What follows belongs to an exercise in optimizing a design on an open flow for small area; a production flow would make more cautious choices.
RTL that was checked went through simulation tests only; none was proved equivalent to the original.
Power figures rest on the tool's default switching activity, not on a simulated workload.

// Packet_Symbol_Width_adapter
module Packet_Symbol_Width_adapter #(
		parameter INPUT_SYMBOL_WIDTH  = 256,
		parameter OUTPUT_SYMBOL_WIDTH = 32
	) (
		input  wire        clock_clk,
		input  wire        reset_reset,
		output reg  [OUTPUT_SYMBOL_WIDTH-1:0] aso_out0_data,
		input  wire        aso_out0_ready,
		output wire        aso_out0_valid,
		output wire        aso_out0_endofpacket,
		output wire        aso_out0_startofpacket,
		input  wire [INPUT_SYMBOL_WIDTH-1:0] asi_in0_data,
		output wire        asi_in0_ready,
		input  wire        asi_in0_valid,
		input  wire        asi_in0_endofpacket,
		input  wire        asi_in0_startofpacket
	);
Size: roughly 290 flip-flops, ~0.0085 mm^2 of cells after synthesis.
==> module Packet_Symbol_Width_adapter, before the edit <==
module Packet_Symbol_Width_adapter #(
		parameter INPUT_SYMBOL_WIDTH  = 256,
		parameter OUTPUT_SYMBOL_WIDTH = 32
	) (
		input  wire        clock_clk,
		input  wire        reset_reset,
		output reg  [OUTPUT_SYMBOL_WIDTH-1:0] aso_out0_data,
		input  wire        aso_out0_ready,
		output wire        aso_out0_valid,
		output wire        aso_out0_endofpacket,
		output wire        aso_out0_startofpacket,
		input  wire [INPUT_SYMBOL_WIDTH-1:0] asi_in0_data,
		output wire        asi_in0_ready,
		input  wire        asi_in0_valid,
		input  wire        asi_in0_endofpacket,
		input  wire        asi_in0_startofpacket
	);
    localparam W = OUTPUT_SYMBOL_WIDTH;
    localparam N = INPUT_SYMBOL_WIDTH/OUTPUT_SYMBOL_WIDTH;
    localparam [3:0] P_LOAD = 4'b1000, P_LAST = 4'b0000, P_WAIT = 4'b0001, P_IDLE = 4'b0010;
    reg  [3:0] phase;
    reg        last;     
    reg        first;    
    wire shift = phase[3];
    wire hold  = ~(phase[3] | (phase[1] & phase[0]));
    wire keep  = ~(phase[3] | phase[2]);
    wire ready = ~phase[3] & (phase[1] | phase[0]);
    wire load  = asi_in0_valid & ~phase[3] & (phase[0] | (phase[1] & asi_in0_startofpacket));
    assign asi_in0_ready          = ready;
    assign aso_out0_valid         = phase[3] ? |phase[2:0] : ~(phase[1] | phase[0]);
    assign aso_out0_startofpacket = first & phase[3] & ~phase[2] & ~phase[1] & phase[0];
    assign aso_out0_endofpacket   = last & ~phase[3] & ~phase[1] & ~phase[0];
    wire [W-1:0] din [0:N-1];
    reg  [W-1:0] w   [0:N-1];
    genvar k;
    generate
        for (k = 0; k < N; k = k + 1) begin : g_word
            assign din[k] = asi_in0_data[INPUT_SYMBOL_WIDTH-1-k*W -: W];
            if (k == N-1) begin : g_tail
                always @(posedge clock_clk)
                    w[k] <= din[k];
            end else if (k % 2 == 0) begin : g_inv
                always @(posedge clock_clk)
                    w[k] <= ~((din[k] | {W{shift}}) & (w[k+1] | {W{load}}));
            end else begin : g_true
                always @(posedge clock_clk)
                    w[k] <= ~((w[k+1] | {W{load}}) & ~(din[k] & {W{hold}}));
            end
        end
    endgenerate
    always @(posedge clock_clk) begin
        if (ready) begin
            first <= phase[1];
            last  <= phase[0] & asi_in0_endofpacket;
        end
    end
    reg [3:0] phase_nx;
    always @(*) begin
        if (load)
            phase_nx = P_LOAD;
        else if (phase[3])
            phase_nx = phase + 4'd1;
        else if (~phase[1] & ~phase[0])
            phase_nx = last ? P_IDLE : P_WAIT;
        else
            phase_nx = phase;
    end
    always @(posedge clock_clk or posedge reset_reset) begin
        if (reset_reset) begin
            phase         <= P_IDLE;
            aso_out0_data <= 0;
        end
        else begin
            aso_out0_data <= ~((w[0] | {W{hold}}) & ~(aso_out0_data & {W{keep}}));
            phase <= phase_nx;
        end
    end
endmodule
==> flow/config.mk <==
export PLATFORM = sky130hd
export DESIGN_NAME = Packet_Symbol_Width_adapter
export DESIGN_NICKNAME = Packet_Symbol_Width_adapter
export VERILOG_FILES = /design/flow/design.v
export SDC_FILE = /design/flow/constraint.sdc
export NUM_CORES = 4
export LEC_CHECK = 0
export CAP_MARGIN = 20
export CORE_MARGIN = 2
export CORE_UTILIZATION = 70
export PLACE_DENSITY = 0.8
export SLEW_MARGIN = 20
==> flow/constraint.sdc <==
create_clock -name core_clock -period 4.0 [get_ports {clock_clk}]
set_input_delay 0.8000 -clock core_clock [delete_from_list [all_inputs] [get_ports {clock_clk}]]
set_output_delay 0.8000 -clock core_clock [all_outputs]
set_load 0.01 [all_outputs]
standard.sh (not shown) runs the stock make flow with config.mk's settings and CLKGATE_MAP_FILE= SYNTH_SCRIPT=/design/flow/synth_recipe.tcl, a recipe that flattens the netlist after the stock synthesis.
==> flow/flow/run.sh <==
#!/bin/bash
# Standard ORFS layout, with the port buffers made from the smallest buffer
# and a clock tree of small buffers without dummy loads.
set -euo pipefail
bash standard.sh "BUFFER_PORTS_ARGS=-buffer_cell sky130_fd_sc_hd__buf_1" \
  "CTS_ARGS=-sink_clustering_enable -repair_clock_nets -dont_use_dummy_load -buf_list sky130_fd_sc_hd__clkbuf_4 -sink_clustering_size 12 -sink_clustering_max_diameter 60" \
  finish > standard.log 2>&1
Change:
--- a/flow/design.v
+++ b/flow/design.v
@@ -18,15 +18,15 @@
 	);
     localparam W = OUTPUT_SYMBOL_WIDTH;
     localparam N = INPUT_SYMBOL_WIDTH/OUTPUT_SYMBOL_WIDTH;
     localparam [3:0] P_LOAD = 4'b1000, P_LAST = 4'b0000, P_WAIT = 4'b0001, P_IDLE = 4'b0010;
     reg  [3:0] phase;
+    reg        hold;     
     reg        last;     
     reg        first;    
     wire shift = phase[3];
-    wire hold  = ~(phase[3] | (phase[1] & phase[0]));
-    wire keep  = ~(phase[3] | phase[2]);
+    wire keep  = ~phase[3] & ~phase[2];
     wire ready = ~phase[3] & (phase[1] | phase[0]);
     wire load  = asi_in0_valid & ~phase[3] & (phase[0] | (phase[1] & asi_in0_startofpacket));
     assign asi_in0_ready          = ready;
     assign aso_out0_valid         = phase[3] ? |phase[2:0] : ~(phase[1] | phase[0]);
     assign aso_out0_startofpacket = first & phase[3] & ~phase[2] & ~phase[1] & phase[0];
@@ -67,13 +67,15 @@
             phase_nx = phase;
     end
     always @(posedge clock_clk or posedge reset_reset) begin
         if (reset_reset) begin
             phase         <= P_IDLE;
+            hold          <= 1'b1;
             aso_out0_data <= 0;
         end
         else begin
             aso_out0_data <= ~((w[0] | {W{hold}}) & ~(aso_out0_data & {W{keep}}));
             phase <= phase_nx;
+            hold  <= ~phase_nx[3];
         end
     end
 endmodule
Result: Worst hold slack loses 0.065 ns; sequential power went up by 4.2%; routed wire length went up by 2.0%; global-route usage went up by 0.55 points; area after synthesis is about the same; total power went down by 1.0%; clock skew hardly moves; synthesized cell count hardly moves; via count went down by 1.2%; setup slack gains 0.049 ns; clock power is about the same.
The RTL of the first run of this note was laid out without a check of its function.

## re-timing with driven ports
The results above use ideal ports. As a check the final layouts listed here were re-extracted and re-timed, cells and wires unchanged. Step 1 sets driving cells, clkbuf_16 on the clock port and buf_2 on the other inputs (assumed; they add their load-dependent delay and slew). Step 2 also shifts input and output timing later by t, the mid clock arrival at the registers, as if the neighbouring blocks saw the same clock. Three values: ideal, step 1, step 2; two values: the first two.
| run | shift t [ns] | setup slack, ns | pins driven straight from the clock port |
|---|---|---|---|
| the first run | 0.641 | 1.084 / 1.049 / 1.690 | 1 |
| the second run | 0.639 | 1.132 / 1.095 / 1.702 | 1 |
After both steps setup and hold are still met in every run listed.
